Background: an optimization exercise with open tools, aiming at small area. Do not read the settings as production practice. The RTL was checked by simulation tests, not by an equivalence proof against the original design.

==> willow: inputs <==
==> flow/design.v <==
module rca #(parameter W = 32) (
    input  [W-1:0] a,
    input  [W-1:0] b,
    input          ci,
    output [W-1:0] s,
    output         co
);
    wire [W:0] c;
    assign c[0] = ci;
    genvar j;
    generate
        for (j = 0; j < W; j = j + 1) begin : FA
            assign s[j]   = a[j] ^ b[j] ^ c[j];
            assign c[j+1] = (a[j] & b[j]) | (c[j] & (a[j] ^ b[j]));
        end
    endgenerate
    assign co = c[W];
endmodule
module alu (
    input  [31:0] a,
    input  [31:0] b,
    input  [4:0]  op,
    input  [4:0]  shamt,
    output reg [31:0] result,
    output        ne,
    output        lt,
    output        ovf
);
    wire        sub = op[0];
    wire [31:0] bs  = sub ? ~b : b;
    wire [31:0] sum;
    wire        co;
    rca #(32) ADD(.a(a), .b(bs), .ci(sub), .s(sum), .co(co));
    assign ovf = (~a[31] & ~bs[31] & sum[31]) | (a[31] & bs[31] & ~sum[31]);
    assign lt  = sum[31] ^ ovf;
    assign ne  = |sum;
    wire        left = ~op[0];
    wire [31:0] ar;
    genvar i;
    generate
        for (i = 0; i < 32; i = i + 1) begin : REV
            assign ar[i] = a[31 - i];
        end
    endgenerate
    wire [31:0] sin = left ? ar : a;
    wire        fill = ~left & a[31];
    wire [31:0] s1 = shamt[0] ? {fill, sin[31:1]} : sin;
    wire [31:0] s2 = shamt[1] ? {{2{fill}}, s1[31:2]} : s1;
    wire [31:0] s3 = shamt[2] ? {{4{fill}}, s2[31:4]} : s2;
    wire [31:0] s4 = shamt[3] ? {{8{fill}}, s3[31:8]} : s3;
    wire [31:0] sh = shamt[4] ? {{16{fill}}, s4[31:16]} : s4;
    wire [31:0] shr;
    generate
        for (i = 0; i < 32; i = i + 1) begin : REV2
            assign shr[i] = sh[31 - i];
        end
    endgenerate
    always @* begin
        case (op)
            5'd0, 5'd1: result = sum;
            5'd2:       result = a & b;
            5'd3:       result = a | b;
            5'd4:       result = shr;
            5'd5:       result = sh;
            default:    result = 32'b0;
        endcase
    end
endmodule
module multdiv (
    input         clock,
    input  [31:0] a,
    input  [31:0] b,
    input         start_mul,
    input         start_div,
    output [31:0] result,
    output        exception,
    output        ready
);
    reg  [64:0] p;
    reg  [4:0]  cnt;
    reg         rdy;
    reg         mode;    
    wire zero   = (p[2:0] == 3'b000) | (p[2:0] == 3'b111);
    wire times2 = ~(p[1] ^ p[0]);
    wire sel_a  = start_div | (~start_div & mode & ~rdy & ~zero & ~times2);
    wire sel_a2 = ~start_div & mode & ~rdy & ~zero & times2;
    wire sel_q  = ~start_div & ~mode & rdy;
    wire sel_p  = ~start_div & mode & rdy;
    wire sel_b  = ~start_div & ~mode & ~rdy;
    wire xz     = start_div | rdy;
    wire sub    = start_div ? a[31] : mode ? (p[2] & ~rdy) : rdy ? (a[31] ^ b[31]) : ~(p[64] ^ b[31]);
    wire [31:0] y = ({32{sel_a}} & a) | ({32{sel_a2}} & {a[30:0], 1'b0})
                  | ({32{sel_q}} & p[33:2]) | ({32{sel_p}} & p[32:1]) | ({32{sel_b}} & b);
    wire [31:0] x = {32{~xz}} & p[64:33];
    wire [31:0] sum = x + (y ^ {32{sub}}) + {31'b0, sub};
    always @(posedge clock) begin
        if (start_mul) begin
            p    <= {32'b0, b, 1'b0};
            cnt  <= 5'd16;
            mode <= 1'b1;
        end else if (start_div) begin
            p    <= {31'b0, sum, 2'b0};
            cnt  <= 5'd0;
            mode <= 1'b0;
        end else begin
            if (mode) p <= {sum[31], sum[31], sum, p[32:2]};
            else      p <= {sum[30:0], p[32:2], ~sum[31], p[1:0]};
            cnt <= cnt + 5'd1;
        end
        rdy <= ~(start_mul | start_div) & (cnt == 5'd31);
    end
    wire not_ovf = (&p[64:32]) | ~(|p[64:32]);
    wire mul_ovf = ~not_ovf | (a[31] & b[31] & p[32]);
    assign result    = sum;
    assign exception = mode ? mul_ovf : ~(|b);
    assign ready     = ~(start_mul | start_div) & rdy;
endmodule
module regfile (
    input         clock,
    input         reset,
    input         we,
    input  [4:0]  wr,
    input  [31:0] wd,
    input  [4:0]  ra,
    output [31:0] q
);
    reg  [31:1] vld;
    wire [31:0] sel;
    wire [31:0] rf [0:31];
    assign rf[0] = 32'b0;
    assign sel[0] = 1'b0;
    always @(posedge clock or posedge reset) begin
        if (reset) vld <= 31'b0;
        else if (we) vld[wr] <= 1'b1;
    end
    genvar i;
    generate
        for (i = 1; i < 32; i = i + 1) begin : R
            reg [31:0] q;
            always @(posedge clock)
                if (we && wr == i) q <= wd;
            assign rf[i] = q;
            assign sel[i] = (ra == i) & vld[i];
        end
    endgenerate
    reg [31:0] o;
    integer k;
    always @* begin
        o = 32'b0;
        for (k = 1; k < 32; k = k + 1)
            o = o | ({32{sel[k]}} & rf[k]);
    end
    assign q = o;
endmodule
module cpu(
    input         clock,
    input         reset,
    output [31:0] address_imem,
    input  [31:0] q_imem,
    output [31:0] address_dmem,
    output [31:0] data,
    output        wren,
    input  [31:0] q_dmem,
    output        ctrl_writeEnable,
    output [4:0]  ctrl_writeReg,
    output [31:0] data_writeReg
);
    reg  [31:0] pc;           
    reg  [31:0] ir_d;         
    reg  [31:0] ir_x;         
    reg  [31:0] a_x, b_x;     
    reg  [31:0] o_m;          
    reg  [31:0] b_m;          
    reg  [4:0]  rd_m;         
    reg         m_sw, m_lw, m_jal, m_setx, m_chg, m_exc;
    reg  [31:0] w_val;        
    reg  [4:0]  w_rd;
    reg         w_we;
    reg         dly_mul, dly_div;
    reg         p_off;
    reg         x_ok;
    wire        pipe_on;
    wire        stall_ok;
    wire        fetch_en = pipe_on & stall_ok;
    wire [4:0] op_x   = ir_x[31:27];
    wire       r_x    = (op_x == 5'b00000);
    wire       addi_x = (op_x == 5'b00101);
    wire       sw_x   = (op_x == 5'b00111);
    wire       lw_x   = (op_x == 5'b01000);
    wire       jr_x   = (op_x == 5'b00100);
    wire       bne_x  = (op_x == 5'b00010);
    wire       blt_x  = (op_x == 5'b00110);
    wire       bex_x  = (op_x == 5'b10110);
    wire       jal_x  = (op_x == 5'b00011);
    wire       setx_x = (op_x == 5'b10101);
    wire       jj_x   = (op_x[4:2] == 3'b000) & op_x[0];      
    wire       jbb_x  = jr_x | bne_x | blt_x;
    wire [4:0] aluop  = r_x ? ir_x[6:2] : ((addi_x | sw_x | lw_x) ? 5'd0 : 5'd1);
    wire       md_x   = (aluop[4:1] == 4'b0011);
    wire       mul_x  = md_x & ~aluop[0];
    wire       div_x  = md_x & aluop[0];
    wire [4:0] rs_x = ir_x[21:17];
    wire [4:0] rt_x = ir_x[16:12];
    wire [4:0] rd_x = ir_x[26:22];
    wire        fwd_m_a = m_chg & (rs_x == rd_m) & (rs_x != 5'b0);
    wire        fwd_w_a = w_we & (rs_x == w_rd) & (rs_x != 5'b0);
    wire        exc_a   = m_exc & (rs_x == 5'd30);
    wire [31:0] alu_a   = exc_a ? {29'b0, b_m[2:0]} : fwd_m_a ? o_m : fwd_w_a ? w_val : a_x;
    wire [4:0]  rb_x    = jbb_x ? rd_x : rt_x;
    wire        fwd_m_b = m_chg & (rb_x == rd_m) & (rb_x != 5'b0);
    wire        fwd_w_b = w_we & (rb_x == w_rd);
    wire        exc_b   = m_exc & (rt_x == 5'd30);
    wire [31:0] alu_b   = exc_b ? {29'b0, b_m[2:0]} : fwd_m_b ? o_m : fwd_w_b ? w_val : b_x;
    wire [31:0] immsx = {{15{ir_x[16]}}, ir_x[16:0]};
    wire [31:0] alu_bi = (addi_x | sw_x | lw_x) ? immsx : alu_b;
    wire [31:0] alu_res;
    wire        ne, lt, alu_ovf;
    alu ALU(.a(alu_a), .b(alu_bi), .op(aluop), .shamt(ir_x[11:7]),
            .result(alu_res), .ne(ne), .lt(lt), .ovf(alu_ovf));
    wire        start_mul = mul_x & ~dly_mul;
    wire        start_div = div_x & ~dly_div;
    wire [31:0] md_res;
    wire        md_exc, md_rdy;
    multdiv MD(.clock(clock), .a(alu_a), .b(alu_b), .start_mul(start_mul),
               .start_div(start_div), .result(md_res), .exception(md_exc), .ready(md_rdy));
    always @(posedge clock or posedge reset)
        if (reset) p_off <= 1'b0;
        else       p_off <= md_x & ~md_rdy;
    assign pipe_on = ~(p_off & ~md_rdy);
    always @(negedge clock) begin
            dly_mul <= mul_x;
            dly_div <= div_x;
        end
    wire [31:0] x_res = md_x ? md_res : alu_res;
    wire add_ov  = alu_ovf & r_x & (aluop == 5'd0);
    wire addi_ov = alu_ovf & addi_x;
    wire sub_ov  = alu_ovf & r_x & (aluop == 5'd1);
    wire mul_ov  = md_exc & mul_x;
    wire div_ov  = md_exc & div_x;
    wire [2:0] code = {mul_ov | div_ov, addi_ov | sub_ov, add_ov | sub_ov | div_ov};
    wire exc_x = (add_ov | addi_ov | sub_ov | mul_ov | div_ov) & x_ok;
    wire        rs_lt  = ne & ~lt;
    wire        tk_b   = (blt_x & rs_lt) | (bne_x & ne);
    wire [16:0] off    = jal_x ? 17'd0 : tk_b ? ir_x[16:0] : 17'd2;
    wire [17:0] off_m1 = {off[16], off} - 18'd1;
    wire [31:0] pcx    = pc + {{14{off_m1[17]}}, off_m1};
    wire        sel1   = jr_x | tk_b;
    wire        sel0   = jj_x | tk_b | (bex_x & (|alu_a));
    wire        branch = sel1 | sel0;
    wire [31:0] pc_in  = (sel1 & ~sel0) ? alu_b : (sel0 & ~sel1) ? {5'b0, ir_x[26:0]} : pcx;
    wire [4:0] op_d = ir_d[31:27];
    wire [4:0] ra = (op_d == 5'b10110) ? 5'd30 : ir_d[21:17];
    wire       rd_as_b = (op_d == 5'b00111) | (op_d == 5'b00100) | (op_d == 5'b00010) | (op_d == 5'b00110);
    wire [4:0] rb = rd_as_b ? ir_d[26:22] : ir_d[16:12];
    wire       sw_d = (op_d == 5'b00111);
    wire       md_stall = (op_d == 5'b00000) & (ir_d[6:3] == 4'b0011) & md_x;
    wire       ld_stall = lw_x & ((ir_d[21:17] == rd_x) | (((ir_d[16:12] == rd_x) | (ir_d[26:22] == rd_x)) & ~sw_d));
    assign stall_ok = ~md_stall & ~ld_stall;
    reg tp, tn;
    always @(posedge clock or posedge reset)
        if (reset) tp <= 1'b0;
        else       tp <= ~tp;
    always @(negedge clock or posedge reset)
        if (reset) tn <= 1'b0;
        else       tn <= tp;
    wire phase = tp ^ tn;
    wire [31:0] rf_q;
    regfile RF(.clock(clock), .reset(reset), .we(w_we), .wr(w_rd), .wd(w_val),
               .ra(phase ? rb : ra), .q(rf_q));
    reg [31:0] a_d;
    always @(posedge clock)
        a_d <= (w_we & (w_rd == ra) & (ra != 5'b0)) ? w_val : rf_q;
    always @(negedge clock or posedge reset)
        if (reset) begin
            pc            <= 32'b0;
            ir_d[31:22]   <= 10'b0;
            ir_d[6:2]     <= 5'b0;
        end else if (fetch_en) begin
            pc            <= pc_in;
            ir_d[31:22]   <= branch ? 10'b0 : q_imem[31:22];
            ir_d[6:2]     <= branch ? 5'b0 : q_imem[6:2];
        end
    always @(negedge clock)
        if (fetch_en) begin
            ir_d[21:7]    <= branch ? 15'b0 : q_imem[21:7];
            ir_d[1:0]     <= branch ? 2'b0 : q_imem[1:0];
        end
    wire kill_x = branch | ~stall_ok;
    always @(negedge clock or posedge reset)
        if (reset) begin
            ir_x[31:22]   <= 10'b0;
            ir_x[6:2]     <= 5'b0;
            x_ok          <= 1'b0;
        end else if (pipe_on) begin
            ir_x[31:22]   <= kill_x ? 10'b0 : ir_d[31:22];
            ir_x[6:2]     <= kill_x ? 5'b0 : ir_d[6:2];
            x_ok          <= 1'b1;
        end
    always @(negedge clock)
        if (pipe_on) begin
            ir_x[21:7]    <= kill_x ? 15'b0 : ir_d[21:7];
            ir_x[1:0]     <= kill_x ? 2'b0 : ir_d[1:0];
            a_x           <= a_d;
            b_x           <= rf_q;
        end
    wire [4:0] op_mi = exc_x ? 5'b10101 : op_x;
    wire [4:0] rd_mi = exc_x ? 5'b0 : rd_x;
    wire chg_mi = ((op_mi == 5'b00000) | (op_mi == 5'b01000) | (op_mi == 5'b00101)) ? (rd_mi != 5'b0)
                : ((op_mi == 5'b00011) | (op_mi == 5'b10101));
    always @(negedge clock or posedge reset)
        if (reset) begin
            m_sw <= 1'b0; m_lw <= 1'b0; m_jal <= 1'b0; m_setx <= 1'b0; m_chg <= 1'b0; m_exc <= 1'b0;
        end else if (pipe_on) begin
            m_sw   <= (op_mi == 5'b00111);
            m_lw   <= (op_mi == 5'b01000);
            m_jal  <= (op_mi == 5'b00011);
            m_setx <= (op_mi == 5'b10101);
            m_chg  <= chg_mi;
            m_exc  <= exc_x;
        end
    always @(negedge clock)
        if (pipe_on) begin
            rd_m <= rd_mi;
            o_m  <= x_res;
            b_m  <= exc_x ? {29'b0, code} : setx_x ? {5'b0, ir_x[26:0]} : jal_x ? pcx : alu_b;
        end
    always @(negedge clock or posedge reset)
        if (reset)        w_we <= 1'b0;
        else if (pipe_on) w_we <= m_chg;
    always @(negedge clock)
        if (pipe_on) begin
            w_val <= m_lw ? q_dmem : (m_jal | m_setx) ? b_m : o_m;
            w_rd  <= m_setx ? 5'd30 : m_jal ? 5'd31 : rd_m;
        end
    assign address_imem     = pc;
    assign address_dmem     = o_m;
    assign wren             = m_sw;
    assign data             = (w_we & (w_rd == rd_m)) ? w_val : b_m;
    assign ctrl_writeEnable = w_we;
    assign ctrl_writeReg    = w_rd;
    assign data_writeReg    = w_val;
endmodule
==> flow/flow/run.sh <==
#!/bin/bash
# The standard layout (the standard.sh: ORFS synthesis, floorplan, placement,
# CTS and routing, unchanged), with two settings that make it smaller:
#  - the port buffers that every input and output gets are buf_1 cells rather
#    than the 10 um2 delay buffers ORFS picks by default;
#  - clock tree synthesis inserts no dummy loads.
# Each tool's full output goes to ORFS's own logs under orfs/logs; the make
# output goes to standard.log here.
set -euo pipefail
export BUFFER_PORTS_ARGS="-buffer_cell sky130_fd_sc_hd__buf_1"
export CTS_ARGS="-sink_clustering_enable -repair_clock_nets -sink_clustering_size 20 -sink_clustering_max_diameter 100 -dont_use_dummy_load"
bash standard.sh > standard.log 2>&1
==> flow/standard.sh <==
#!/bin/bash
# synth_recipe.tcl (not shown) runs the flow's synth.tcl, then flattens the netlist and writes it again
# the make line also repeats each setting of config.mk as NAME=value (left out here)
make -C /OpenROAD-flow-scripts/flow DESIGN_CONFIG=/design/flow/config.mk WORK_HOME=/design/flow/orfs CLKGATE_MAP_FILE= SYNTH_SCRIPT=/design/flow/synth_recipe.tcl "${@:-finish}"
==> flow/config.mk <==
export PLATFORM = sky130hd
export DESIGN_NAME = cpu
export DESIGN_NICKNAME = cpu
export VERILOG_FILES = /design/flow/design.v
export SDC_FILE = /design/flow/constraint.sdc
export NUM_CORES = 4
export LEC_CHECK = 0
export CAP_MARGIN = 20
export CORE_MARGIN = 2
export CORE_UTILIZATION = 60
export CTS_CLUSTER_DIAMETER = 100
export CTS_CLUSTER_SIZE = 20
export SLEW_MARGIN = 20
==> flow/constraint.sdc <==
create_clock -name core_clock -period 20.0 [get_ports {clock}]
set_input_delay 4.0000 -clock core_clock [delete_from_list [all_inputs] [get_ports {clock}]]
set_output_delay 4.0000 -clock core_clock [all_outputs]
set_load 0.01 [all_outputs]
==> inputs of pepper, as changes to willow <==
--- a/flow/design.v
+++ b/flow/design.v
@@ -57,12 +57,10 @@
     endgenerate
-    always @* begin
-        case (op)
-            5'd0, 5'd1: result = sum;
-            5'd2:       result = a & b;
-            5'd3:       result = a | b;
-            5'd4:       result = shr;
-            5'd5:       result = sh;
-            default:    result = 32'b0;
-        endcase
-    end
+    wire op_as  = (op[4:1] == 4'd0);
+    wire op_and = (op == 5'd2);
+    wire op_or  = (op == 5'd3);
+    wire op_sl  = (op == 5'd4);
+    wire op_sr  = (op == 5'd5);
+    always @*
+        result = ({32{op_as}} & sum) | ({32{op_and}} & (a & b)) | ({32{op_or}} & (a | b))
+               | ({32{op_sl}} & shr) | ({32{op_sr}} & sh);
 endmodule
@@ -76,3 +74,4 @@
     output        exception,
-    output        ready
+    output        ready,
+    output        ready_next    
 );
@@ -116,2 +115,3 @@
     assign ready     = ~(start_mul | start_div) & rdy;
+    assign ready_next = ~(start_mul | start_div) & (cnt == 5'd31);
 endmodule
@@ -178,3 +178,3 @@
     reg         w_we;
-    reg         dly_mul, dly_div;
+    reg         dly_md;
     reg         p_off;
@@ -207,3 +207,6 @@
     wire        exc_a   = m_exc & (rs_x == 5'd30);
-    wire [31:0] alu_a   = exc_a ? {29'b0, b_m[2:0]} : fwd_m_a ? o_m : fwd_w_a ? w_val : a_x;
+    wire        sa_m = ~exc_a & fwd_m_a;
+    wire        sa_w = ~exc_a & ~fwd_m_a & fwd_w_a;
+    wire        sa_x = ~exc_a & ~fwd_m_a & ~fwd_w_a;
+    wire [31:0] alu_a   = ({32{exc_a}} & {29'b0, b_m[2:0]}) | ({32{sa_m}} & o_m) | ({32{sa_w}} & w_val) | ({32{sa_x}} & a_x);
     wire [4:0]  rb_x    = jbb_x ? rd_x : rt_x;
@@ -212,3 +215,6 @@
     wire        exc_b   = m_exc & (rt_x == 5'd30);
-    wire [31:0] alu_b   = exc_b ? {29'b0, b_m[2:0]} : fwd_m_b ? o_m : fwd_w_b ? w_val : b_x;
+    wire        sb_m = ~exc_b & fwd_m_b;
+    wire        sb_w = ~exc_b & ~fwd_m_b & fwd_w_b;
+    wire        sb_x = ~exc_b & ~fwd_m_b & ~fwd_w_b;
+    wire [31:0] alu_b   = ({32{exc_b}} & {29'b0, b_m[2:0]}) | ({32{sb_m}} & o_m) | ({32{sb_w}} & w_val) | ({32{sb_x}} & b_x);
     wire [31:0] immsx = {{15{ir_x[16]}}, ir_x[16:0]};
@@ -219,8 +225,9 @@
             .result(alu_res), .ne(ne), .lt(lt), .ovf(alu_ovf));
-    wire        start_mul = mul_x & ~dly_mul;
-    wire        start_div = div_x & ~dly_div;
+    wire        start_mul = mul_x & ~dly_md;
+    wire        start_div = div_x & ~dly_md;
     wire [31:0] md_res;
-    wire        md_exc, md_rdy;
+    wire        md_exc, md_rdy, md_rdy_next;
     multdiv MD(.clock(clock), .a(alu_a), .b(alu_b), .start_mul(start_mul),
-               .start_div(start_div), .result(md_res), .exception(md_exc), .ready(md_rdy));
+               .start_div(start_div), .result(md_res), .exception(md_exc), .ready(md_rdy),
+               .ready_next(md_rdy_next));
     always @(posedge clock or posedge reset)
@@ -229,6 +236,5 @@
     assign pipe_on = ~(p_off & ~md_rdy);
-    always @(negedge clock) begin
-            dly_mul <= mul_x;
-            dly_div <= div_x;
-        end
+    wire   on_next = ~(md_x & ~md_rdy & ~md_rdy_next);
+    always @(negedge clock)
+        dly_md <= md_x;
     wire [31:0] x_res = md_x ? md_res : alu_res;
@@ -241,7 +247,6 @@
     wire exc_x = (add_ov | addi_ov | sub_ov | mul_ov | div_ov) & x_ok;
+    wire [17:0] imm_m1 = (jal_x ? 18'd0 : {ir_x[16], ir_x[16:0]}) - 18'd1;
+    wire [31:0] pcx    = pc + {{14{imm_m1[17]}}, imm_m1};    
     wire        rs_lt  = ne & ~lt;
     wire        tk_b   = (blt_x & rs_lt) | (bne_x & ne);
-    wire [16:0] off    = jal_x ? 17'd0 : tk_b ? ir_x[16:0] : 17'd2;
-    wire [17:0] off_m1 = {off[16], off} - 18'd1;
-    wire [31:0] pcx    = pc + {{14{off_m1[17]}}, off_m1};
     wire        sel1   = jr_x | tk_b;
@@ -249,3 +254,5 @@
     wire        branch = sel1 | sel0;
-    wire [31:0] pc_in  = (sel1 & ~sel0) ? alu_b : (sel0 & ~sel1) ? {5'b0, ir_x[26:0]} : pcx;
+    wire [31:0] pc_p1  = pc + 32'd1;
+    wire [31:0] pc_in  = ({32{sel1 & sel0}} & pcx) | ({32{sel1 & ~sel0}} & alu_b)
+                       | ({32{~sel1 & sel0}} & {5'b0, ir_x[26:0]}) | ({32{~sel1 & ~sel0}} & pc_p1);
     wire [4:0] op_d = ir_d[31:27];
@@ -266,8 +273,10 @@
     wire phase = tp ^ tn;
+    wire [4:0]  ra_p = on_next ? ra : rs_x;
+    wire [4:0]  rb_p = pipe_on ? rb : rb_x;
     wire [31:0] rf_q;
     regfile RF(.clock(clock), .reset(reset), .we(w_we), .wr(w_rd), .wd(w_val),
-               .ra(phase ? rb : ra), .q(rf_q));
+               .ra(phase ? rb_p : ra_p), .q(rf_q));
     reg [31:0] a_d;
     always @(posedge clock)
-        a_d <= (w_we & (w_rd == ra) & (ra != 5'b0)) ? w_val : rf_q;
+        a_d <= (w_we & (w_rd == ra_p) & (ra_p != 5'b0)) ? w_val : rf_q;
     always @(negedge clock or posedge reset)
@@ -302,5 +311,7 @@
             ir_x[1:0]     <= kill_x ? 2'b0 : ir_d[1:0];
-            a_x           <= a_d;
-            b_x           <= rf_q;
         end
+    always @(negedge clock) begin
+        a_x <= a_d;
+        b_x <= rf_q;
+    end
     wire [4:0] op_mi = exc_x ? 5'b10101 : op_x;
@@ -324,3 +335,4 @@
             o_m  <= x_res;
-            b_m  <= exc_x ? {29'b0, code} : setx_x ? {5'b0, ir_x[26:0]} : jal_x ? pcx : alu_b;
+            b_m  <= ({32{exc_x}} & {29'b0, code}) | ({32{~exc_x & setx_x}} & {5'b0, ir_x[26:0]})
+                  | ({32{~exc_x & jal_x}} & pcx) | ({32{~exc_x & ~setx_x & ~jal_x}} & alu_b);
         end
@@ -331,3 +343,4 @@
         if (pipe_on) begin
-            w_val <= m_lw ? q_dmem : (m_jal | m_setx) ? b_m : o_m;
+            w_val <= ({32{m_lw}} & q_dmem) | ({32{~m_lw & (m_jal | m_setx)}} & b_m)
+                   | ({32{~m_lw & ~m_jal & ~m_setx}} & o_m);
             w_rd  <= m_setx ? 5'd30 : m_jal ? 5'd31 : rd_m;
==> flow/flow/run.sh (replaced) <==
#!/bin/bash
# The standard layout (the standard.sh: ORFS synthesis with the standard flow's
# synthesis script, floorplan, placement, CTS and routing) with three changes
# that make it smaller:
#  - synthesis maps the logic with an area-oriented ABC script (flow/abc.script)
#    in place of ORFS's abc_speed.script; everything else in synthesis, the
#    flip-flop mapping and register names included, is the standard one;
#  - the port buffers that every input and output gets are buf_1 cells rather
#    than the 10 um2 delay buffers ORFS picks by default;
#  - clock tree synthesis inserts no dummy loads.
# Each tool's full output goes to ORFS's logs under orfs/logs; the make output
# goes to synth.log and standard.log here.
set -euo pipefail
export BUFFER_PORTS_ARGS="-buffer_cell sky130_fd_sc_hd__buf_1"
export CTS_ARGS="-sink_clustering_enable -repair_clock_nets -sink_clustering_size 25 -sink_clustering_max_diameter 80 -dont_use_dummy_load"

rm -rf scripts_abc
cp -r "$FLOW_HOME/scripts" scripts_abc
cp flow/abc.script scripts_abc/abc_speed.script
sed "s|CLKGATE_MAP_FILE= |CLKGATE_MAP_FILE= SCRIPTS_DIR=$PWD/scripts_abc |" standard.sh > standard_abc.sh
grep -q "SCRIPTS_DIR=$PWD/scripts_abc" standard_abc.sh
bash standard_abc.sh synth > synth.log 2>&1
bash standard.sh > standard.log 2>&1
==> flow/flow/abc.script (new file) <==
strash
&get -n
&st
&syn2
&dch -f
&nf -R 1000 -p -C 32
&st
&syn2
&dch -f
&nf -R 1000 -p -C 32
&st
&syn2
&dch -f
&nf -R 1000 -p -C 32
&put
buffer -c
topo
stime -c
upsize -c
dnsize -c
--- a/flow/config.mk
+++ b/flow/config.mk
@@ -10,4 +10,5 @@
 export CORE_UTILIZATION = 60
-export CTS_CLUSTER_DIAMETER = 100
-export CTS_CLUSTER_SIZE = 20
+export CTS_CLUSTER_DIAMETER = 80
+export CTS_CLUSTER_SIZE = 25
+export PLACE_DENSITY = 0.75
 export SLEW_MARGIN = 20
==> inputs of lagoon, as changes to willow <==
--- a/flow/design.v
+++ b/flow/design.v
@@ -241,7 +241,6 @@
     wire exc_x = (add_ov | addi_ov | sub_ov | mul_ov | div_ov) & x_ok;
+    wire [17:0] imm_m1 = (jal_x ? 18'd0 : {ir_x[16], ir_x[16:0]}) - 18'd1;
+    wire [31:0] pcx    = pc + {{14{imm_m1[17]}}, imm_m1};    
     wire        rs_lt  = ne & ~lt;
     wire        tk_b   = (blt_x & rs_lt) | (bne_x & ne);
-    wire [16:0] off    = jal_x ? 17'd0 : tk_b ? ir_x[16:0] : 17'd2;
-    wire [17:0] off_m1 = {off[16], off} - 18'd1;
-    wire [31:0] pcx    = pc + {{14{off_m1[17]}}, off_m1};
     wire        sel1   = jr_x | tk_b;
@@ -249,3 +248,4 @@
     wire        branch = sel1 | sel0;
-    wire [31:0] pc_in  = (sel1 & ~sel0) ? alu_b : (sel0 & ~sel1) ? {5'b0, ir_x[26:0]} : pcx;
+    wire [31:0] pc_p1  = pc + 32'd1;
+    wire [31:0] pc_in  = sel1 ? (sel0 ? pcx : alu_b) : (sel0 ? {5'b0, ir_x[26:0]} : pc_p1);
     wire [4:0] op_d = ir_d[31:27];
==> flow/flow/run.sh (replaced) <==
#!/bin/bash
# The standard layout (the standard.sh: ORFS synthesis with the standard flow's
# synthesis script, floorplan, placement, CTS and routing) with three changes
# that make it smaller:
#  - synthesis maps the logic with an area-oriented ABC script (flow/abc.script)
#    in place of ORFS's abc_speed.script; everything else in synthesis, the
#    flip-flop mapping and register names included, is the standard one;
#  - the port buffers that every input and output gets are buf_1 cells rather
#    than the 10 um2 delay buffers ORFS picks by default;
#  - clock tree synthesis inserts no dummy loads.
# Each tool's full output goes to ORFS's logs under orfs/logs; the make output
# goes to synth.log and standard.log here.
set -euo pipefail
export BUFFER_PORTS_ARGS="-buffer_cell sky130_fd_sc_hd__buf_1"
export CTS_ARGS="-sink_clustering_enable -repair_clock_nets -sink_clustering_size 20 -sink_clustering_max_diameter 100 -dont_use_dummy_load"

rm -rf scripts_abc
cp -r "$FLOW_HOME/scripts" scripts_abc
cp flow/abc.script scripts_abc/abc_speed.script
sed "s|CLKGATE_MAP_FILE= |CLKGATE_MAP_FILE= SCRIPTS_DIR=$PWD/scripts_abc |" standard.sh > standard_abc.sh
grep -q "SCRIPTS_DIR=$PWD/scripts_abc" standard_abc.sh
bash standard_abc.sh synth > synth.log 2>&1
bash standard.sh > standard.log 2>&1
==> flow/flow/abc.script (new file) <==
strash
&get -n
&st
&syn2
&dch -f
&nf -R 1000 -p -C 32
&st
&syn2
&dch -f
&nf -R 1000 -p -C 32
&st
&syn2
&dch -f
&nf -R 1000 -p -C 32
&put
buffer -c
topo
stime -c
upsize -c
dnsize -c
==> notes.md <==
Via count: willow > lagoon > pepper.
Global-route usage, lowest first: lagoon, pepper, willow.
Between pepper and willow, the lower clock skew is in pepper (gap 0.014 ns).
Final cell count: pepper < lagoon < willow.
Utilization, highest first: willow, lagoon, pepper.
Between pepper and lagoon, the lower setup slack is in lagoon (gap 0.055 ns).
The lowest area after synthesis belongs to pepper, the highest to willow.
The lowest critical path depth belongs to pepper, the highest to willow.
In sequential cell count, willow and lagoon do not differ.
Cell area: willow > lagoon > pepper.
==> figures <==
Run status: lagoon complete, no violations; pepper complete, no violations; willow complete, no violations
Compound-Gate Fraction of Synth Area: lagoon 15.7%; pepper 16.2%; willow 15.7%
Post-Layout Inst Area: lagoon 0.0703 mm2; pepper 0.0688 mm2; willow 0.0739 mm2
Share of post-route cells with drive strength above 1: lagoon 10.6%; pepper 10.2%; willow 13.9%
Vias in the first global route: lagoon 46600; pepper 45900; willow 49100
XOR/XNOR Fraction of Synth Area: lagoon 2.51%; pepper 2.18%; willow 2.30%
Row count: lagoon 119; pepper 118; willow 121
Final period utilization: lagoon 97.4%; pepper 97.1%; willow 96.5%
Total wirelength of the detailed-routed design: lagoon 251000 um; pepper 249000 um; willow 263000 um
Startpoint of the most critical setup path: lagoon ir_x[27]$_DFFE_NP0N_; pepper ir_x[30]$_DFFE_NP0N_; willow ir_x[27]$_DFFE_NP0N_
Die outline area: lagoon 0.109 mm2; pepper 0.107 mm2; willow 0.113 mm2
Path length in cells of the critical path: lagoon 55; pepper 45; willow 66
Number of stages on the worst hold path: lagoon 1; pepper 1; willow 2
Reg area: lagoon 0.0407 mm2; pepper 0.0400 mm2; willow 0.0407 mm2
Gr usage total: lagoon 45.6%; pepper 45.7%; willow 46.1%
Area share of buffers outside the clock network: lagoon 4.12%; pepper 4.05%; willow 5.55%
RSZ-0062 raised after global routing: lagoon -; pepper false; willow false
Maximum number of pins on one net before global-route repair: lagoon 77; pepper 74; willow 91
WP buf/inv: lagoon 4; pepper 2; willow 7
Min-delay src: lagoon MD.cnt[0]$_SDFF_PN0_; pepper x_ok$_DFFE_NP0N_; willow x_ok$_DFFE_NP0N_
Final core utilization: lagoon 66.8%; pepper 66.6%; willow 67.9%
